Background: an optimization exercise with open tools, aiming at small area and a short achievable clock period. Do not read the settings as production practice.
Function was checked by simulation only, so behaviour that the tests miss may differ from the original.
Power is estimated from default activity; no workload was simulated.

==> flow/run.sh <==
#!/bin/bash
# synth_recipe.tcl (not shown) runs the flow's synth.tcl, then flattens the netlist and writes it again
# the make line also repeats each setting of config.mk as NAME=value (left out here)
make -C /OpenROAD-flow-scripts/flow DESIGN_CONFIG=/design/flow/config.mk WORK_HOME=/design/flow/orfs CLKGATE_MAP_FILE= SYNTH_SCRIPT=/design/flow/synth_recipe.tcl finish
==> flow/config.mk <==
export PLATFORM = sky130hd
export DESIGN_NAME = riscv_ppu
export DESIGN_NICKNAME = riscv_ppu
export VERILOG_FILES = /design/flow/design.v
export SDC_FILE = /design/flow/constraint.sdc
export NUM_CORES = 4
export LEC_CHECK = 0
export CAP_MARGIN = 20
export CORE_MARGIN = 2
export CORE_UTILIZATION = 30
export PLACE_DENSITY = 0.5
export SLEW_MARGIN = 20
==> flow/constraint.sdc <==
create_clock -name core_clock -period 9.0 [get_ports {clk}]
set_input_delay 1.8000 -clock core_clock [delete_from_list [all_inputs] [get_ports {clk}]]
set_output_delay 1.8000 -clock core_clock [all_outputs]
set_load 0.01 [all_outputs]
==> flow/design.v <==
module PC (
    output reg [31:0] pc_out,
    input [31:0] pc_in,
    input clk, LE, reset
);
    always @(posedge clk) begin
        if (reset) begin
            pc_out  <= 32'b0;
        end
        else begin
            if(LE) begin
                pc_out <= pc_in;
            end
        end
    end
endmodule
module CONTROL_UNIT_MUX (
    output reg[22:0] out_id_signal,
    input[22:0] in_id_signal,
    input wire nop_signal
);
    always @(*) begin
        if (nop_signal) begin
            out_id_signal = 23'b0;
        end
        else begin
            out_id_signal = in_id_signal;
        end
    end
endmodule
module CONTROL_UNIT (
    output reg[22:0] id_signal,
    input[31:0] instruction
);
    reg[1:0] ID_source_registers; 
    reg[3:0] ID_ALU_op;
    reg ID_load_instr;
    reg ID_RF_enable;
    reg ID_S2;
    reg ID_S1;
    reg ID_S0;
    reg[2:0] ID_branchType;
    reg[1:0] ID_Size;
    reg ID_E;
    reg ID_SE;
    reg ID_RW;
    reg ID_dataMemAddressInput;
    reg ID_AUIPC;
    reg ID_JALR;
    reg ID_JAL;
    always@(instruction) begin
        ID_source_registers = 0;
        ID_ALU_op = 0;
        ID_load_instr = 0;
        ID_RF_enable = 0;
        ID_S2 = 0;
        ID_S1 = 0;
        ID_S0 = 0;
        ID_branchType = 0;
        ID_Size = 0;
        ID_E = 0;
        ID_SE = 0;
        ID_RW = 0;
        ID_dataMemAddressInput = 0;
        ID_AUIPC = 0;
        ID_JALR = 0;
        ID_JAL = 0;
        case (instruction[6:0])
            7'b0010011: begin
                            if(instruction[14:12] == 3'b000) begin
                                    ID_load_instr = 0;
                                    ID_ALU_op = 4'b0010;     
                                    ID_RF_enable = 1;        
                                    ID_S2 = 0;
                                    ID_S1 = 0;
                                    ID_S0 = 1;
                                    ID_source_registers = 2'b01;
                            end
                            else if(instruction[14:12] == 3'b010) begin
                                    ID_load_instr = 0;
                                    ID_ALU_op = 4'b1000;     
                                    ID_RF_enable = 1;        
                                    ID_S2 = 0;
                                    ID_S1 = 0;
                                    ID_S0 = 1;
                                    ID_source_registers = 2'b01;
                            end
                            else if(instruction[14:12] == 3'b011) begin
                                    ID_load_instr = 0;
                                    ID_ALU_op = 4'b1001;     
                                    ID_RF_enable = 1;        
                                    ID_S2 = 0;
                                    ID_S1 = 0;
                                    ID_S0 = 1;
                                    ID_source_registers = 2'b01;
                            end
                            else if(instruction[14:12] == 3'b111) begin
                                    ID_load_instr = 0;
                                    ID_ALU_op = 4'b1010;     
                                    ID_RF_enable = 1;        
                                    ID_S2 = 0;
                                    ID_S1 = 0;
                                    ID_S0 = 1;
                                    ID_source_registers = 2'b01;
                            end
                            else if(instruction[14:12] == 3'b110) begin
                                    ID_load_instr = 0;
                                    ID_ALU_op = 4'b1011;     
                                    ID_RF_enable = 1;        
                                    ID_S2 = 0;
                                    ID_S1 = 0;
                                    ID_S0 = 1;
                                    ID_source_registers = 2'b01;
                            end
                            else if(instruction[14:12] == 3'b100) begin
                                    ID_load_instr = 0;
                                    ID_ALU_op = 4'b1100;     
                                    ID_RF_enable = 1;        
                                    ID_S2 = 0;
                                    ID_S1 = 0;
                                    ID_S0 = 1;
                                    ID_source_registers = 2'b01;
                            end
                            else if(instruction[14:12] == 3'b100) begin
                                    ID_load_instr = 0;
                                    ID_ALU_op = 4'b0101;     
                                    ID_RF_enable = 1;        
                                    ID_S2 = 0;
                                    ID_S1 = 0;
                                    ID_S0 = 1;
                                    ID_source_registers = 2'b01;
                            end
                            else if(instruction[14:12] == 3'b101 && instruction[31:25] == 7'b0000000) begin
                                    ID_load_instr = 0;
                                    ID_ALU_op = 4'b0110;     
                                    ID_RF_enable = 1;        
                                    ID_S2 = 0;
                                    ID_S1 = 0;
                                    ID_S0 = 1;
                                    ID_source_registers = 2'b01;
                            end
                            else if(instruction[14:12] == 3'b101 && instruction[31:25] == 7'b0100000) begin
                                    ID_load_instr = 0;
                                    ID_ALU_op = 4'b0111;     
                                    ID_RF_enable = 1;        
                                    ID_S2 = 0;
                                    ID_S1 = 0;
                                    ID_S0 = 1;
                                    ID_source_registers = 2'b01;
                            end
                        end
            7'b0110111: begin
                            ID_S2 = 0;
                            ID_S1 = 1;
                            ID_S0 = 1;
                            ID_ALU_op = 4'b0000;    
                            ID_RF_enable = 1;        
                            ID_source_registers = 2'b00;
                        end
            7'b0010111: begin
                            ID_S2 = 0;
                            ID_S1 = 1;
                            ID_S0 = 1;
                            ID_ALU_op = 4'b0010;    
                            ID_RF_enable = 1;        
                            ID_source_registers = 2'b00;
                            ID_AUIPC = 1;
                        end
            7'b0110011: begin
                            if(instruction[14:12] == 3'b000 && instruction[31:25] == 7'b0000000) begin
                                ID_load_instr = 0;
                                ID_ALU_op = 4'b0010;     
                                ID_RF_enable = 1;        
                                ID_S2 = 0;
                                ID_S1 = 0;
                                ID_S0 = 0;
                                ID_source_registers = 2'b10;
                            end
                            else if(instruction[14:12] == 3'b000 && instruction[31:25] == 7'b0100000) begin
                                ID_load_instr = 0;
                                ID_ALU_op = 4'b0011;     
                                ID_RF_enable = 1;        
                                ID_S2 = 0;
                                ID_S1 = 0;
                                ID_S0 = 0;
                                ID_source_registers = 2'b10;
                            end
                            else if(instruction[14:12] == 3'b010) begin
                                ID_load_instr = 0;
                                ID_ALU_op = 4'b1000;     
                                ID_RF_enable = 1;        
                                ID_S2 = 0;
                                ID_S1 = 0;
                                ID_S0 = 0;
                                ID_source_registers = 2'b10;
                            end
                            else if(instruction[14:12] == 3'b011) begin
                                ID_load_instr = 0;
                                ID_ALU_op = 4'b1001;     
                                ID_RF_enable = 1;        
                                ID_S2 = 0;
                                ID_S1 = 0;
                                ID_S0 = 0;
                                ID_source_registers = 2'b10;
                            end
                            else if(instruction[14:12] == 3'b111) begin
                                ID_load_instr = 0;
                                ID_ALU_op = 4'b1010;     
                                ID_RF_enable = 1;        
                                ID_S2 = 0;
                                ID_S1 = 0;
                                ID_S0 = 0;
                                ID_source_registers = 2'b10;
                            end
                            else if(instruction[14:12] == 3'b110) begin
                                ID_load_instr = 0;
                                ID_ALU_op = 4'b1011;     
                                ID_RF_enable = 1;        
                                ID_S2 = 0;
                                ID_S1 = 0;
                                ID_S0 = 0;
                                ID_source_registers = 2'b10;
                            end
                            else if(instruction[14:12] == 3'b100) begin
                                ID_load_instr = 0;
                                ID_ALU_op = 4'b1100;     
                                ID_RF_enable = 1;        
                                ID_S2 = 0;
                                ID_S1 = 0;
                                ID_S0 = 0;
                                ID_source_registers = 2'b10;
                            end
                            else if(instruction[14:12] == 3'b001) begin
                                ID_load_instr = 0;
                                ID_ALU_op = 4'b0101;     
                                ID_RF_enable = 1;        
                                ID_S2 = 0;
                                ID_S1 = 0;
                                ID_S0 = 0;
                                ID_source_registers = 2'b10;
                            end
                            else if(instruction[14:12] == 3'b101 && instruction[31:25] == 7'b0000000) begin
                                ID_load_instr = 0;
                                ID_ALU_op = 4'b0110;     
                                ID_RF_enable = 1;        
                                ID_S2 = 0;
                                ID_S1 = 0;
                                ID_S0 = 0;
                                ID_source_registers = 2'b10;
                            end
                            else if(instruction[14:12] == 3'b101 && instruction[31:25] == 7'b0100000) begin
                                ID_load_instr = 0;
                                ID_ALU_op = 4'b0111;     
                                ID_RF_enable = 1;        
                                ID_S2 = 0;
                                ID_S1 = 0;
                                ID_S0 = 0;
                                ID_source_registers = 2'b10;
                            end
                        end
            7'b0000011: begin
                            if(instruction[14:12] == 3'b010) begin
                                ID_load_instr = 1;           
                                ID_RF_enable = 1;            
                                ID_Size  = 2'b10;             
                                ID_SE = 0;          
                                ID_E = 1;      
                                ID_S2 = 0;
                                ID_S1 = 0;
                                ID_S0 = 1;
                                ID_ALU_op = 4'b0010;
                                ID_source_registers = 2'b01;
                            end
                            else if(instruction[14:12] == 3'b001) begin
                                ID_load_instr = 1;           
                                ID_RF_enable = 1;            
                                ID_Size  = 2'b01;             
                                ID_SE = 1;          
                                ID_E = 1;      
                                ID_S2 = 0;
                                ID_S1 = 0;
                                ID_S0 = 1;
                                ID_ALU_op = 4'b0010;
                                ID_source_registers = 2'b01;
                            end
                            else if(instruction[14:12] == 3'b101) begin
                                ID_load_instr = 1;           
                                ID_RF_enable = 1;            
                                ID_Size  = 2'b01;             
                                ID_SE = 0;          
                                ID_E = 1;      
                                ID_S2 = 0;
                                ID_S1 = 0;
                                ID_S0 = 1;
                                ID_ALU_op = 4'b0010;
                                ID_source_registers = 2'b01;
                            end
                            else if(instruction[14:12] == 3'b000) begin
                                ID_load_instr = 1;           
                                ID_RF_enable = 1;            
                                ID_Size  = 2'b00;             
                                ID_SE = 1;          
                                ID_E = 1;      
                                ID_S2 = 0;
                                ID_S1 = 0;
                                ID_S0 = 1;
                                ID_ALU_op = 4'b0010;
                                ID_source_registers = 2'b01;
                            end
                            else if(instruction[14:12] == 3'b100) begin
                                ID_load_instr = 1;           
                                ID_RF_enable = 1;            
                                ID_Size  = 2'b00;             
                                ID_SE = 0;          
                                ID_E = 1;      
                                ID_S2 = 0;
                                ID_S1 = 0;
                                ID_S0 = 1;
                                ID_ALU_op = 4'b0010;
                                ID_source_registers = 2'b01;
                            end
                        end
            7'b0100011: begin
                            if(instruction[14:12] == 3'b010) begin
                                ID_load_instr = 0;                 
                                ID_Size = 2'b10;             
                                ID_SE = 0;         
                                ID_E = 1;      
                                ID_RW = 1;
                                ID_S2 = 0;
                                ID_S1 = 1;
                                ID_S0 = 0;
                                ID_ALU_op = 4'b0010;
                                ID_source_registers = 2'b10;
                            end
                            else if(instruction[14:12] == 3'b001) begin
                                ID_load_instr = 0;                 
                                ID_Size = 2'b01;             
                                ID_SE = 0;         
                                ID_E = 1;      
                                ID_RW = 1;
                                ID_S2 = 0;
                                ID_S1 = 1;
                                ID_S0 = 0;
                                ID_ALU_op = 4'b0010;
                                ID_source_registers = 2'b01;
                            end
                            else if(instruction[14:12] == 3'b000) begin
                                ID_load_instr = 0;                 
                                ID_Size = 2'b00;             
                                ID_SE = 0;         
                                ID_E = 1;      
                                ID_RW = 1;
                                ID_S2 = 0;
                                ID_S1 = 1;
                                ID_S0 = 0;
                                ID_ALU_op = 4'b0010;
                                ID_source_registers = 2'b10;
                            end
                        end
            7'b1100011: begin
                            if(instruction[14:12] == 3'b000) begin
                                ID_ALU_op = 4'b0011;
                                ID_RF_enable = 0;                    
                                ID_branchType = 3'b010;                
                                ID_source_registers = 2'b10;
                            end
                            else begin
                                    ID_ALU_op = 4'b0011;
                                    ID_RF_enable = 0; 
                                    ID_branchType = instruction[14:12];  
                                    ID_source_registers = 2'b10;
                                end
                        end
            7'b1101111: begin
                            ID_load_instr = 0;
                            ID_RF_enable = 1;
                            ID_JAL = 1;
                            ID_dataMemAddressInput = 1;
                            ID_source_registers = 2'b00;
                        end
            7'b1100111: begin
                            ID_ALU_op = 4'b0100;
                            ID_load_instr = 0;
                            ID_RF_enable = 1;
                            ID_JALR = 1;
                            ID_dataMemAddressInput = 1;
                            ID_source_registers = 2'b01;
                            ID_S2 = 0;
                            ID_S1 = 0;
                            ID_S0 = 1;
                        end
        endcase
        id_signal = {
                    ID_source_registers,      
                    ID_ALU_op,                  
                    ID_load_instr,                
                    ID_RF_enable,                 
                    ID_S2,                        
                    ID_S1,                        
                    ID_S0,                        
                    ID_branchType,                
                    ID_Size,                      
                    ID_E,                         
                    ID_SE,                        
                    ID_RW,                       
                    ID_dataMemAddressInput,       
                    ID_AUIPC,                     
                    ID_JALR,                      
                    ID_JAL };                     
    end
endmodule
module PC_ADDER (
    output reg[31:0] adder_out,
    input[31:0] adder_in
);
    always @(adder_in) begin
        adder_out = adder_in + 32'b100;
    end
endmodule
module ALU(
    output reg [31:0] Out,
    output reg Z,
    output reg N,
    output reg C,
    output reg V,
    input [31:0] A,
    input [31:0] B,
    input [3:0] Op
);
reg [32:0] temp;  
always @(A, B, Op)
begin
    temp = {1'b1, A} - {1'b0, B};
    Z = (temp[31:0] == 32'b0);
    N = temp[31];
    C = ~temp[32];
    V = (A[31] ^ B[31]) & (A[31] ^ temp[31]);
    Out = 32'b0;
    case (Op)
        4'b0000: Out = B;
        4'b0001: Out = B+4;
        4'b0010: Out = A+B;
        4'b0011:
        begin
            Out = A - B;
            temp = {1'b1, A} - {1'b0, B};
            Out = temp[31:0];
            if (Out == 32'b0) Z = 1;  
            else Z = 0;
            N = Out[31];  
            C = ~temp[32];
            V = (A[31] ^ B[31]) & (A[31] ^ Out[31]);
        end
        4'b0100: Out = (A + B) & 32'b11111111111111111111111111111110; 
        4'b0101: Out = A << B[4:0]; 
        4'b0110: Out = A >> B[4:0];  
        4'b0111: Out = $signed(A) >>> B[4:0];  
        4'b1000:
            begin
            temp = {1'b1, A} - {1'b0, B};
            Out = temp[31:0];
            if (Out == 32'b0) Z = 1;  
            else Z = 0;
            N = Out[31];  
            C = ~temp[32];
            V = (A[31] ^ B[31]) & (A[31] ^ Out[31]);
            if(~(N)&V) Out =1;
            else Out =0;
        end
        4'b1001:
        begin
            temp = {1'b1, A} - {1'b0, B};
            Out = temp[31:0];
            if (Out == 32'b0) Z = 1;  
            else Z = 0;
            N = Out[31];  
            C = ~temp[32];
            V = (A[31] ^ B[31]) & (A[31] ^ Out[31]);
            if(C == 1) Out =1;
            else Out =0;
        end
        4'b1010: Out = A&B;
        4'b1011: Out = A|B;
        4'b1100: Out = A ^ B;
    endcase
end
endmodule
module SecondOperandHandler(
    output reg [31:0] N, 
    input [31:0] PB, 
    input [2:0] Si,
    input [11:0] imm12_I,
    input [11:0] imm12_S,
    input [19:0] imm20,
    input [31:0] PC
);
always @(PB, Si, imm12_I, imm12_S, imm20, PC)
begin
    case(Si)
        3'b000: N = PB; 
        3'b001: N = {{20{imm12_I[11]}}, imm12_I};
        3'b010: N = {{20{imm12_S[11]}}, imm12_S};
        3'b011:  N = {imm20,  12'b0}; 
        3'b100: N = PC;
        default: N = 32'b0;
    endcase
end
endmodule
module PIPELINE_IF_ID (
    output reg [31:0] instruction_out,
    output reg [31:0] pc_out,
    output reg [31:0] id_pc_plus4,
    input[31:0] instruction, pc, if_pc_plus4,
    input reset, clk, load_enable, hazard_reset
);
    always@(posedge clk) begin
       if(reset || hazard_reset) begin
            instruction_out <= 32'b0;
            pc_out          <= 32'b0;
            id_pc_plus4     <= 32'b0;
        end
       else if (load_enable) begin
            instruction_out <= instruction;
            pc_out          <= pc;
            id_pc_plus4     <= if_pc_plus4;
       end
    end
endmodule
module PIPELINE_ID_EX (
    output reg[22:0] EX_CONTROL_SIGNAL,
    output reg[31:0] EX_INSTRUCTION,
    output reg[31:0] PA, PB,
    output reg[4:0] RW, 
    output reg[31:0] PC,  
    output reg[31:0] ex_pc_plus4,      
    output reg[31:0] TA,         
    input[22:0] ID_CONTROL_SIGNAL,
    input[31:0] ID_INSTRUCTION,
    input[31:0] PA_OUT, PB_OUT,
    input[4:0] RW_DATA,
    input[31:0] PC_DATA,
    input[31:0] id_pc_plus4,
    input[31:0] TA_DATA,
    input wire reset, clk, hazard_reset
);
    always@(posedge clk) begin
       if(reset || hazard_reset) begin
            EX_CONTROL_SIGNAL   <= 23'b0;
            EX_INSTRUCTION      <= 32'b0;
            PA                  <= 32'b0;  
            PB                  <= 32'b0;
            RW                  <= 5'b0;
            PC                  <= 32'b0;
            ex_pc_plus4         <= 32'b0;
       end
       else begin
            EX_CONTROL_SIGNAL   <= ID_CONTROL_SIGNAL;
            EX_INSTRUCTION      <= ID_INSTRUCTION;
            PA                  <= PA_OUT;
            PB                  <= PB_OUT;
            RW                  <= RW_DATA;
            PC                  <= PC_DATA;
            ex_pc_plus4         <= id_pc_plus4;
            TA                  <= TA_DATA;
       end    
    end
endmodule
module PIPELINE_EX_MEM (
    output reg[22:0] MEM_CONTROL_SIGNAL,
    output reg[31:0] PB,
    output reg[4:0] RW,
    output reg[31:0] ALU_RESULT,
    input[22:0] EX_CONTROL_SIGNAL,
    input[31:0] PB_DATA,
    input[4:0] RW_DATA,
    input[31:0] ALU_RESULT_DATA,
    input reset, clk 
);
    always@(posedge clk) begin
        if(reset) begin
            MEM_CONTROL_SIGNAL  <= 23'b0;
            PB                  <= 32'b0;
            RW                  <= 5'b0;
            ALU_RESULT          <= 32'b0;
        end
        else begin
            MEM_CONTROL_SIGNAL  <= EX_CONTROL_SIGNAL;
            PB                  <= PB_DATA;
            RW                  <= RW_DATA;
            ALU_RESULT          <= ALU_RESULT_DATA;
        end
    end
endmodule
module PIPELINE_MEM_WB (
    output reg[22:0] WB_CONTROL_SIGNAL,
    output reg[4:0] RW,
    output reg[31:0] PW,
    input[22:0] MEM_CONTROL_SIGNAL,
    input[4:0] RW_DATA,
    input[31:0] PW_DATA,
    input reset, clk
);
    always@(posedge clk) begin
        if(reset) begin
            WB_CONTROL_SIGNAL   <= 23'b0;
            RW                  <= 5'b0;
            PW                  <= 32'b0;    
        end
        else begin
            WB_CONTROL_SIGNAL   <= MEM_CONTROL_SIGNAL;
            RW                  <= RW_DATA;
            PW                  <= PW_DATA;
        end
    end
endmodule
module multiPlexer(
    output reg [31:0] P, 
    input [31:0] R0,R1,R2,R3,R4,R5,R6,R7,R8,R9,R10,R11,R12,
                R13,R14,R15,R16,R17,R18,R19,R20,R21,R22,R23,
                R24,R25,R26,R27,R28,R29,R30,R31,
    input [4:0] S
    );
always @ (*)
    begin
        case (S)
            5'b00000: P = R0;
            5'b00001: P = R1;  
            5'b00010: P = R2;
            5'b00011: P = R3;
            5'b00100: P = R4;
            5'b00101: P = R5;
            5'b00110: P = R6;
            5'b00111: P = R7;
            5'b01000: P = R8;
            5'b01001: P = R9;
            5'b01010: P = R10;
            5'b01011: P = R11;
            5'b01100: P = R12;
            5'b01101: P = R13;
            5'b01110: P = R14;
            5'b01111: P = R15;
            5'b10000: P = R16;
            5'b10001: P = R17;
            5'b10010: P = R18;
            5'b10011: P = R19;
            5'b10100: P = R20;
            5'b10101: P = R21;
            5'b10110: P = R22;
            5'b10111: P = R23;
            5'b11000: P = R24;
            5'b11001: P = R25;
            5'b11010: P = R26;
            5'b11011: P = R27;
            5'b11100: P = R28;
            5'b11101: P = R29;
            5'b11110: P = R30;
            5'b11111: P = R31;
        endcase 
    end
endmodule 
module binaryDecoder (
        output reg [31:0] O, input [4:0] D, input E
);
        always @ (*) begin 
                if(E == 0)
                        O =  32'b00000000000000000000000000000000;
                else   
                    begin
                        case (D)
                                5'b00000: O = 32'b00000000000000000000000000000001;
                                5'b00001: O = 32'b00000000000000000000000000000010;  
                                5'b00010: O = 32'b00000000000000000000000000000100;
                                5'b00011: O = 32'b00000000000000000000000000001000;
                                5'b00100: O = 32'b00000000000000000000000000010000;
                                5'b00101: O = 32'b00000000000000000000000000100000;
                                5'b00110: O = 32'b00000000000000000000000001000000;
                                5'b00111: O = 32'b00000000000000000000000010000000;
                                5'b01000: O = 32'b00000000000000000000000100000000;
                                5'b01001: O = 32'b00000000000000000000001000000000;
                                5'b01010: O = 32'b00000000000000000000010000000000;
                                5'b01011: O = 32'b00000000000000000000100000000000;
                                5'b01100: O = 32'b00000000000000000001000000000000;
                                5'b01101: O = 32'b00000000000000000010000000000000;
                                5'b01110: O = 32'b00000000000000000100000000000000;
                                5'b01111: O = 32'b00000000000000001000000000000000;
                                5'b10000: O = 32'b00000000000000010000000000000000;
                                5'b10001: O = 32'b00000000000000100000000000000000;
                                5'b10010: O = 32'b00000000000001000000000000000000;
                                5'b10011: O = 32'b00000000000010000000000000000000;
                                5'b10100: O = 32'b00000000000100000000000000000000;
                                5'b10101: O = 32'b00000000001000000000000000000000;
                                5'b10110: O = 32'b00000000010000000000000000000000;
                                5'b10111: O = 32'b00000000100000000000000000000000;
                                5'b11000: O = 32'b00000001000000000000000000000000;
                                5'b11001: O = 32'b00000010000000000000000000000000;
                                5'b11010: O = 32'b00000100000000000000000000000000;
                                5'b11011: O = 32'b00001000000000000000000000000000;
                                5'b11100: O = 32'b00010000000000000000000000000000;
                                5'b11101: O = 32'b00100000000000000000000000000000;
                                5'b11110: O = 32'b01000000000000000000000000000000;
                                5'b11111: O = 32'b10000000000000000000000000000000;
                        endcase 
                end
        end
endmodule
module register32 (
    output reg [31:0] Qs,
    input clk, Ld, 
    input [31:0] Ds
);
    reg[31:0] PW;
    always @  (posedge clk)  
        if(Ld) begin
            PW <= Ds;       
            Qs <= Ds;
        end
endmodule
module RegisterFile (output [31:0] PA, PB, input [31:0] PW, input [4:0] RA, RB, RW, input Clk, LE);
    wire [31:0] Qs0,Qs1,Qs2,Qs3,Qs4,Qs5,Qs6,Qs7,Qs8,Qs9,Qs10,Qs11,Qs12,Qs13,Qs14,Qs15,Qs16,Qs17,Qs18,Qs19,Qs20,Qs21,Qs22,Qs23,Qs24,Qs25,Qs26,Qs27,Qs28,Qs29,Qs30,Qs31;
    wire [31:0] O;
    binaryDecoder BD1 (O,RW,LE);
    register32 R0 (Qs0,Clk,O[0] ,PW);
    register32 R1 (Qs1,Clk,O[1] ,PW);
    register32 R2 (Qs2,Clk,O[2] ,PW);
    register32 R3 (Qs3,Clk,O[3] ,PW);
    register32 R4 (Qs4,Clk,O[4] ,PW);
    register32 R5 (Qs5,Clk,O[5] ,PW);
    register32 R6 (Qs6,Clk,O[6] ,PW);
    register32 R7 (Qs7,Clk,O[7] ,PW);
    register32 R8 (Qs8,Clk,O[8] ,PW);
    register32 R9 (Qs9,Clk,O[9] ,PW);
    register32 R10 (Qs10,Clk,O[10] ,PW);
    register32 R11 (Qs11,Clk,O[11] ,PW);
    register32 R12 (Qs12,Clk,O[12] ,PW);
    register32 R13 (Qs13,Clk,O[13] ,PW);
    register32 R14 (Qs14,Clk,O[14] ,PW);
    register32 R15 (Qs15,Clk,O[15] ,PW);
    register32 R16 (Qs16,Clk,O[16] ,PW);
    register32 R17 (Qs17,Clk,O[17] ,PW);
    register32 R18 (Qs18,Clk,O[18] ,PW);
    register32 R19 (Qs19,Clk,O[19] ,PW);
    register32 R20 (Qs20,Clk,O[20] ,PW);
    register32 R21 (Qs21,Clk,O[21] ,PW);
    register32 R22 (Qs22,Clk,O[22] ,PW);
    register32 R23 (Qs23,Clk,O[23] ,PW);
    register32 R24 (Qs24,Clk,O[24] ,PW);
    register32 R25 (Qs25,Clk,O[25] ,PW);
    register32 R26 (Qs26,Clk,O[26] ,PW);
    register32 R27 (Qs27,Clk,O[27] ,PW);
    register32 R28 (Qs28,Clk,O[28] ,PW);
    register32 R29 (Qs29,Clk,O[29] ,PW);
    register32 R30 (Qs30,Clk,O[30] ,PW);
    register32 R31 (Qs31,Clk,O[31] ,PW);
    multiPlexer mpPA (PA, 32'h00000000,Qs1,Qs2,Qs3,Qs4,Qs5,Qs6,Qs7,Qs8,Qs9,Qs10,Qs11,Qs12,Qs13,Qs14,Qs15,
        Qs16,Qs17,Qs18,Qs19,Qs20,Qs21,Qs22,Qs23,Qs24,Qs25,Qs26,Qs27,Qs28,Qs29,Qs30,Qs31, RA);
    multiPlexer mpPB (PB, 32'h00000000,Qs1,Qs2,Qs3,Qs4,Qs5,Qs6,Qs7,Qs8,Qs9,Qs10,Qs11,Qs12,Qs13,Qs14,Qs15,
        Qs16,Qs17,Qs18,Qs19,Qs20,Qs21,Qs22,Qs23,Qs24,Qs25,Qs26,Qs27,Qs28,Qs29,Qs30,Qs31, RB);
endmodule 
module PA_MUX(
    output reg [31:0] pa_out,
    input wire [1:0] pa_selector,
    input wire [31:0] Ex_Rd, Mem_Rd, Wb_Rd, pa_in
);
    always @(*) begin
        case (pa_selector)
            2'b00: pa_out = pa_in;
            2'b01: pa_out = Ex_Rd;
            2'b10: pa_out = Mem_Rd;
            2'b11: pa_out = Wb_Rd;
        endcase
    end
endmodule
module PB_MUX(
    output reg [31:0] pb_out,
    input wire [1:0] pb_selector,
    input wire [31:0] Ex_Rd, Mem_Rd, Wb_Rd, pb_in
);
    always @(*) begin
        case (pb_selector)
            2'b00: pb_out = pb_in;
            2'b01: pb_out = Ex_Rd;
            2'b10: pb_out = Mem_Rd;
            2'b11: pb_out = Wb_Rd;
        endcase
    end
endmodule
module Concatenate_imm12_s(
    output reg [11:0] conc_result,
    input wire [6:0] value_one,
    input wire [4:0] value_two
);
    always @(*) begin
        conc_result = {value_one, value_two};
    end
endmodule
module GEN_MUX(
    output reg[31:0] selected,
    input wire[31:0] option_one, option_two,
    input wire signal
);
    always @(*) begin
        if(signal) selected <=option_two;
        else 
        selected <=option_one;
    end
endmodule
module PW_SELECTOR(
    output reg[31:0] pw_in,
    input wire[31:0] alu_out, ram_out,
    input wire load_instr
    );
    always @(*) begin
        if (load_instr) begin
            pw_in = ram_out;
        end
        else pw_in = alu_out;
    end
endmodule
module CONDITION_HANDLER(
    output reg control_hazard,
    input Z,
    input N,
    input C,
    input V,
    input wire[2:0] branch_type
);
    always @(*) begin
        if (branch_type == 3'b000) begin
            control_hazard <= 1'b0;
        end
        else if ((branch_type == 3'b010) && (Z == 1'b1)) begin
            control_hazard <= 1'b1;
        end
        else if ((branch_type == 3'b001) && (Z == 1'b0)) begin
            control_hazard <= 1'b1;
        end
        else if ((branch_type == 3'b100) && (Z == 1'b0) && (N == 1'b1)) begin
            control_hazard <= 1'b1;
        end
        else if ((branch_type == 3'b101) && ((Z == 1'b1) || (N == 1'b0))) begin
            control_hazard <= 1'b1;
        end
        else if ((branch_type == 3'b110) && (Z == 1'b0) && (N == 1'b1)) begin
            control_hazard <= 1'b1;
        end
        else if (branch_type == 3'b111 && ((Z == 1'b1) || (N == 1'b0))) begin
                control_hazard <= 1'b1;
        end
            else control_hazard <= 1'b0;
    end 
endmodule
module LOGIC_BOX(
    output reg [2:0] decision_output,
    output reg if_id_reset, 
    output reg id_ex_reset,
    input cond_hand_out,
    input wire Jal,
    input wire JalR
    );
    always @(*) begin
        decision_output = 3'b000;
        if_id_reset = 0;
        id_ex_reset = 0;
        if (cond_hand_out) begin
            decision_output = 3'b001;  
            if_id_reset = 1;
            id_ex_reset = 1;
        end
        else if (Jal == 1'b1) begin
            decision_output = 3'b010;  
            if_id_reset = 1;
            id_ex_reset = 0;
        end
        else if (JalR == 1'b1) begin
            decision_output = 3'b011;  
            if_id_reset = 1;
            id_ex_reset = 1;
        end 
    end
endmodule
module IF_MUX(
    output reg[31:0] pc_in,
    input wire[31:0] ex_TA,
    input wire[31:0] ex_alu,
    input wire[31:0] id_TA,
    input wire[31:0] adder_out,
    input [2:0] decision_output
    );
    always @(*) begin
        if (decision_output == 3'b001) begin
            pc_in = ex_TA;
        end
        else if (decision_output == 3'b010) begin
            pc_in = id_TA;
        end
        else if (decision_output == 3'b011) begin
            pc_in = ex_alu;
        end
        else pc_in = adder_out;
    end
endmodule
module HAZARD_FORWARDING_UNIT (
    output reg[1:0] pa_selector, pb_selector,
    output reg load_enable, pc_enable, nop_signal,  
    input wire[4:0] ex_destination, mem_destination, wb_destination,
    input wire[4:0] id_rs1, id_rs2,
    input wire ex_rf_enable, mem_rf_enable, wb_rf_enable, ex_load_instruction,
    input wire[1:0] source_registers_signal
);
    reg[1:0] pa_selector_val;
    reg[1:0] pb_selector_val;
    reg load_enable_val;
    reg pc_enable_val;
    reg nop_signal_val;
    always @(*) begin
            pa_selector_val = 2'b00;
            pb_selector_val = 2'b00;
            load_enable_val = 1'b1;
            pc_enable_val = 1'b1;
            nop_signal_val = 1'b0;
        case (source_registers_signal)
        2'b00: begin  
            if (ex_load_instruction && (id_rs1 == ex_destination || id_rs2 == ex_destination)) begin
                load_enable_val = 1'b0;
                pc_enable_val = 1'b0;
                nop_signal_val = 1'b1;
            end
        end
        2'b01: begin  
            if (ex_load_instruction && (id_rs1 == ex_destination)) begin
                load_enable_val = 1'b0;
                pc_enable_val = 1'b0;
                nop_signal_val = 1'b1;
            end 
            else begin
                if (ex_rf_enable && (id_rs1 == ex_destination))
                    pa_selector_val = 2'b01;
                else if (mem_rf_enable && (id_rs1 == mem_destination))
                    pa_selector_val = 2'b10;
                else if (wb_rf_enable && (id_rs1 == wb_destination))
                    pa_selector_val = 2'b11;
                else
                    pa_selector_val = 2'b00;
            end
        end
        2'b10: begin  
            if (ex_load_instruction && (id_rs1 == ex_destination || id_rs2 == ex_destination)) begin
                load_enable_val = 1'b0;
                pc_enable_val = 1'b0;
                nop_signal_val = 1'b1;
            end 
            else begin
                if (ex_rf_enable && (id_rs1 == ex_destination))
                    pa_selector_val = 2'b01;
                else if (mem_rf_enable && (id_rs1 == mem_destination))
                    pa_selector_val = 2'b10;
                else if (wb_rf_enable && (id_rs1 == wb_destination))
                    pa_selector_val = 2'b11;
                else
                    pa_selector_val = 2'b00;
                if (ex_rf_enable && (id_rs2 == ex_destination))
                    pb_selector_val = 2'b01;
                else if (mem_rf_enable && (id_rs2 == mem_destination))
                    pb_selector_val = 2'b10;
                else if (wb_rf_enable && (id_rs2 == wb_destination))
                    pb_selector_val = 2'b11;
                else
                    pb_selector_val = 2'b00;
            end
        end
    endcase
    pa_selector <= pa_selector_val;
    pb_selector <= pb_selector_val;
    load_enable <= load_enable_val;
    pc_enable <= pc_enable_val; 
    nop_signal <= nop_signal_val;
    end
endmodule
module IMM_HANDLER(
    output reg [31:0] imm_out,
    input wire Jal,
    input wire[31:0] instr
    );
    always @(*) begin
        if (Jal) begin
            imm_out = {{12{instr[31]}}, instr[31], instr[19:12], instr[20], instr[30:21], 1'b0};
        end
        else begin
            imm_out = {{19{instr[31]}}, instr[31], instr[7], instr[30:25], instr[11:8], 1'b0};
        end
    end
endmodule
module ADDER(
    output reg [31:0] addition,
    input wire [31:0] value_one,
    input wire [31:0] value_two
);
    always @(*) begin
        addition = value_one + value_two;
    end
endmodule
module Concatenate_si(
    output reg [2:0] conc_result,
    input wire value_one,
    input wire value_two,
    input wire value_three
);
    always @(*) begin
        conc_result = {value_one, value_two, value_three};
    end
endmodule
module riscv_ppu (
    input             clk,
    input             reset,
    output [31:0]     imem_addr,
    input  [31:0]     imem_data,
    output            dmem_en,
    output            dmem_rw,
    output            dmem_se,
    output [1:0]      dmem_size,
    output [31:0]     dmem_addr,
    output [31:0]     dmem_wdata,
    input  [31:0]     dmem_rdata
);
    wire [31:0] adder_out, pc_out, if_instruction_out;
    wire [31:0] id_instruction_out;
    wire [22:0] id_control_signal, id_control_signal_mux;
    wire [22:0] ex_control_signal;
    wire [22:0] mem_control_signal;
    wire [22:0] wb_control_signal;
    wire [31:0] id_pa, id_pb, id_pa_mux, id_pb_mux;
    wire [31:0] ex_second_operand, ex_alu;
    wire Z, N, C, V;
    wire nop_signal, load_enable, pc_enable;
    wire [31:0] alu_A_input;
    wire [31:0] alu_mux_output;
    wire [1:0] pa_selector, pb_selector;
    wire [31:0] mem_pb, mem_alu;
    wire [4:0]  mem_rw;
    wire [31:0] mem_ram, mem_pw;
    wire [11:0] imm12_s;
    wire [31:0] wb_pw;
    wire [4:0]  wb_rw;
    wire if_id_reset_hazard;
    wire id_ex_reset_hazard;
    wire cond_hand_out;
    wire [2:0] decision_output;
    wire [31:0] pc_in;
    wire [31:0] id_TA, ex_TA;
    wire [31:0] imm_handler_out;
    wire [31:0] ex_instruction, ex_pa, ex_pb;
    wire [4:0]  ex_rw;
    wire [31:0] id_pc, ex_pc;
    wire [2:0]  si;
    wire [31:0] id_pc_plus4, ex_pc_plus4;
    CONTROL_UNIT my_ctrl_unit (id_control_signal, id_instruction_out);
    CONTROL_UNIT_MUX my_ctrl_mux (id_control_signal_mux, id_control_signal, nop_signal);
    HAZARD_FORWARDING_UNIT my_forwarding_unit (pa_selector, pb_selector, load_enable, pc_enable, nop_signal,
        ex_rw, mem_rw, wb_rw, id_instruction_out[19:15], id_instruction_out[24:20],
        ex_control_signal[15], mem_control_signal[15], wb_control_signal[15], ex_control_signal[16],
        id_control_signal[22:21]);
    IF_MUX my_if_mux (pc_in, ex_TA, ex_alu, id_TA, adder_out, decision_output);
    PC my_pc (pc_out, pc_in, clk, load_enable, reset);
    PC_ADDER my_pc_adder (adder_out, pc_out);
    assign imem_addr = pc_out;
    assign if_instruction_out = imem_data;
    PIPELINE_IF_ID my_if_id (id_instruction_out, id_pc, id_pc_plus4, if_instruction_out, pc_out, adder_out,
        reset, clk, load_enable, if_id_reset_hazard);
    RegisterFile my_reg_file (id_pa, id_pb, wb_pw, id_instruction_out[19:15], id_instruction_out[24:20],
        wb_rw, clk, wb_control_signal[15]);
    PA_MUX my_pa_mux (id_pa_mux, pa_selector, ex_alu, mem_pw, wb_pw, id_pa);
    PB_MUX my_pb_mux (id_pb_mux, pb_selector, ex_alu, mem_pw, wb_pw, id_pb);
    IMM_HANDLER my_imm_hanlder (imm_handler_out, id_control_signal_mux[0], id_instruction_out[31:0]);
    ADDER my_TA_adder (id_TA, imm_handler_out, id_pc);
    PIPELINE_ID_EX my_id_ex (ex_control_signal, ex_instruction, ex_pa, ex_pb, ex_rw, ex_pc, ex_pc_plus4, ex_TA,
        id_control_signal_mux, id_instruction_out, id_pa_mux, id_pb_mux, id_instruction_out[11:7], id_pc,
        id_pc_plus4, id_TA, reset, clk, id_ex_reset_hazard);
    Concatenate_imm12_s my_imm12_s_conc (imm12_s, ex_instruction[31:25], ex_instruction[11:7]);
    Concatenate_si my_si (si, ex_control_signal[14], ex_control_signal[13], ex_control_signal[12]);
    SecondOperandHandler my_second_operand (ex_second_operand, ex_pb, si, ex_instruction[31:20], imm12_s,
        ex_instruction[31:12], ex_pc);
    GEN_MUX my_alu_A_input (alu_A_input, ex_pa, ex_pc, ex_control_signal[2]);
    ALU my_alu (ex_alu, Z, N, C, V, alu_A_input, ex_second_operand, ex_control_signal[20:17]);
    CONDITION_HANDLER my_condition_handler (cond_hand_out, Z, N, C, V, ex_control_signal[11:9]);
    GEN_MUX my_alu_mux (alu_mux_output, ex_alu, ex_pc_plus4, ex_control_signal[3]);
    LOGIC_BOX my_logic_box (decision_output, if_id_reset_hazard, id_ex_reset_hazard, cond_hand_out,
        id_control_signal_mux[0], ex_control_signal[1]);
    PIPELINE_EX_MEM my_ex_mem (mem_control_signal, mem_pb, mem_rw, mem_alu, ex_control_signal, ex_pb, ex_rw,
        alu_mux_output, reset, clk);
    assign dmem_en    = mem_control_signal[6];
    assign dmem_rw    = mem_control_signal[4];
    assign dmem_se    = mem_control_signal[5];
    assign dmem_size  = mem_control_signal[8:7];
    assign dmem_addr  = mem_alu;
    assign dmem_wdata = mem_pb;
    assign mem_ram    = dmem_rdata;
    PW_SELECTOR my_mem_mux (mem_pw, mem_alu, mem_ram, mem_control_signal[16]);
    PIPELINE_MEM_WB my_mem_wb (wb_control_signal, wb_rw, wb_pw, mem_control_signal, mem_rw, mem_pw, reset, clk);
endmodule
==> run notes <==
final cells by class:
class / instances / area [sq um]
antenna: 18 / 45.0
clock buffer: 211 / 4320
clock inverter: 72 / 748
fill: 23500 / 154000
inverter: 139 / 524
multi-input combinational: 4374 / 30200
sequential: 1465 / 39600
tap: 3167 / 3960
timing repair buffer: 431 / 3710
where the power goes:
part / switching [uW] / leakage, uW / internal (uW)
Combinational: 1790 / 0.0129 / 735
Clock: 2930 / 0.00246 / 3580
Sequential: 169 / 0.0130 / 7290
synthesized netlist by cell type, types with 32 or more instances:
cell type and n:
a222oi_1 68, o221ai_1 32, clkbuf_1 381, nor2b_1 80, o211ai_1 50, dfxtp_1 441, a221oi_1 295, xnor2_1 88
nor4_1 39, nor2_1 516, a22oi_1 415, o22ai_1 45, nor3_1 127, buf_1 55, mux2i_1 226, o21ai_0 226
xor2_1 41, inv_1 133, a22o_1 270, mux2_2 37, a21oi_1 331, nand4_1 104, and2_1 152, nand2_1 359
nand3_1 245, edfxtp_1 1024, a211oi_1 63, ha_1 132, a21o_1 51
stage by stage:
step                hold WS, ns  power (uW)  std cells  worst slack, ns
floorplan                 0.414        8790       6456             2.10
global placement          0.432       10000       9573             1.36
detailed placement        0.431        9980       9573             1.36
CTS                       0.446       16400       9856             1.35
global route              0.464       16900       9860            0.849
finish                    0.441       16500       9877             1.27
cells in the final DEF (no fill, tap or decap), drive strengths merged, types with 154 or more instances in the layout:
master	n
nand2	362
and2	154
a221oi	295
dfxtp	441
a21oi	332
a22o	270
clkdlybuf4s50	165
buf	265
edfxtp	1024
mux2i	226
nand3	245
a22oi	415
o21ai	233
nor2	516
clkbuf	212
worst paths after layout:
check / slack [ns] / endpoint
setup / recovery: 1.27 / my_id_ex.TA[14]$_DFFE_PN_
hold / removal: 0.44 / my_ex_mem.MEM_CONTROL_SIGNAL[6]$_SDFF_PP0_
setup reg to reg: 1.27 / my_id_ex.TA[14]$_DFFE_PN_
hold reg to reg: 0.44 / my_ex_mem.MEM_CONTROL_SIGNAL[6]$_SDFF_PP0_
logic make-up after synthesis:
logic type / count (synthesis) / share of synthesized area [%]
mux: 264 / 3.78
buf+inv: 617 / 3.42
fa+ha+maj: 133 / 2.34
xor+xnor: 129 / 1.58
compound gates: 2106 / 21.7
simple gates: 1742 / 11.7
flops: 1465 / 55.4
layer usage:
metal  routed length (um)  vias up
li1                     -    25600
met4                29700       18
met2               167000     5754
met1               146000    32600
met3                54100     1395
met5                  119        -
==> results by group <==
Status
  • Status: timing/DRC/antenna clean

Worst hold path
  • Hold crit path type: reg2reg
  • Hold path start: my_id_ex.EX_CONTROL_SIGNAL[6]$_SDFF_PP0_
  • WHS Path Cells: 1

Worst setup path
  • Stages on worst setup path: 18
  • Crit-path slowest cell: mux2i_1
  • CP Launch Type: flip-flop
  • Crit. Startpoint: my_id_ex.EX_CONTROL_SIGNAL[2]$_SDFF_PP0_
  • Critical path buffers and inverters: 4
  • Crit path DAT: 8.23 ns
  • Worst R2R Start: my_id_ex.EX_CONTROL_SIGNAL[2]$_SDFF_PP0_
  • CP Cell Sequence: buf_12 -> mux2i_1 -> inv_1 -> ha_1 -> nor2b_1 -> o21ai_0 -> o21ai_0 -> or4_1 -> a2111o_1 -> nor4_1 -> and4bb_1 -> o2111ai_1 -> nor4_4 -> o311ai_2 -> nand2_4 -> nand2_4 -> inv_4 -> buf_12
  • Crit path required time: 9.50 ns
  • Path depth of the worst reg2reg path: 18
  • Max Fanout on Critical Path: 72
  • CP top delay family: simple AND/OR/NAND/NOR gates
  • Max stage delay on crit path: 0.93 ns
  • WS Path Type: reg2reg
  • Crit path capture type: flip-flop

GRT
  • Vias in the first global route: 60800
  • Total GRT Usage: 31.3%
  • Met3 Track Usage GR: 11.0%
  • First-pass GRT wire length: 527000 um
  • Met2 usage: 46.3%
  • Met1 Use GR: 39.4%
  • Antenna violations before repair: 24
  • Total gr overflow: 0
  • Top Usage Layer GRT: met2
  • Largest net degree at the start of global routing: 92

Clocking
  • Num CTS Buffers: 159
  • Hold_buf cts: 0
  • CTS resizes: 0
  • H-tree depth: 4
  • Clk sink count: 1465
  • CTS tree: built
  • Max clock buf depth: 3
  • Worst-path clk slew: 0.06 ns
  • Total setup buffers inserted after CTS: 0
  • CTS Root Cell: clkbuf_16
  • Worst skew pair latency: 0.84 ns

Synth
  • Synth area leaders: edfxtp_1 (43%), dfxtp_1 (12%), a22oi_1 (4.4%)
  • Synthesis-stage register bit count: 1465
  • Area share of the largest cell type after synthesis: 43.1%
  • Yosys warns: 25
  • Post-synth cell types: 93
  • Post-synth EDFFs: 1024
  • Fraction of registers with async set/reset: 0%
  • Avg Cell Area, Syn: 11.1 sq um
  • Syn Nets: 6655
  • Leading area contributor after synthesis: edfxtp_1
  • Most used DFF post-synth: edfxtp_1
  • Mapped Area: 0.0714 sq mm
  • Cells after synthesis: 6456
  • Register area share after synthesis: 55.4%

Drt
  • Pre-antenna DRT Iters: 8
  • Vias per inst: 6.62
  • WL final: 397000 um
  • Wire length per cell: 40.1 um
  • DRC errors left: 0
  • Initial DRC count: 11700
  • Via count: 65400
  • Post-route ant nets: 0

Finish
  • Nets: 6769
  • Area Growth Syn to Fin: 16.4%
  • Share of cells above drive strength 1: 10.8%
  • Final instance area: 0.0831 sq mm
  • Core Util, Final: 35.0%

STA
  • Relative slew slack: 8.53%
  • Maximum clock rate: 0.129 GHz
  • Fin. Hold Viols: 0
  • Worst Skew: 0.0764 ns
  • Setup tns final: 0 ns
  • Min cycle time layout: 7.73 ns
  • Setup-failing EPs final: 0
  • Final worst-path cycle share: 85.9%
  • Max Slew Vio Count: 0
  • Least-Margin Pin Slew: 1.36 ns
  • RSZ-0062 raised after global routing: no

Die
  • Die area: 0.242 sq mm
  • Height of the die: 492 um
  • Initial cell density of the core: 30.1%
  • # IOs: 167
  • Floorplan row count: 179
  • Std-Cell Core Area: 0.237 sq mm
  • Chip Width: 492 um

Power
  • VDD IR max: 0.000180 V
  • PwrDens: 199 mW/mm^2
  • Leakage dissipation: 0.0284 uW

Place
  • Gpl congestion: 1.02
  • Port Buf Inserts: 166
  • Post-DP HPWL: 251000 um
  • Area of placed instances: 0.0779 sq mm

Job
  • Number of max-cap violations: 0

[afterwards: timing with drivers on the ports]
In the flow no input, the clock included, has a driving cell. The finished layout below was timed again as built, in two steps.
Step 1 assumes that a clkbuf_16 drives the clock port and a buf_2 every other input.
Step 2 times the ports against the registers' clock, not the clock port: input delays grow and output delays shrink by t, the midpoint of the rising clock arrivals with the driver on.
a / b / c = no drivers / after step 1 / after step 2; a / b = the first two.
t, ns: 0.897
setup slack, ns: 1.270 / 1.270 / 1.270
hold WS [ns]: 0.441 / 0.441 / 0.441
latest minus earliest clock arrival (ns): 0.080 / 0.081
cell pins on the clock port's net: 1
After both steps setup and hold are still met in this run. The setup slack of this run moves by 0.000 ns with the drivers and by 0.000 ns with both steps.
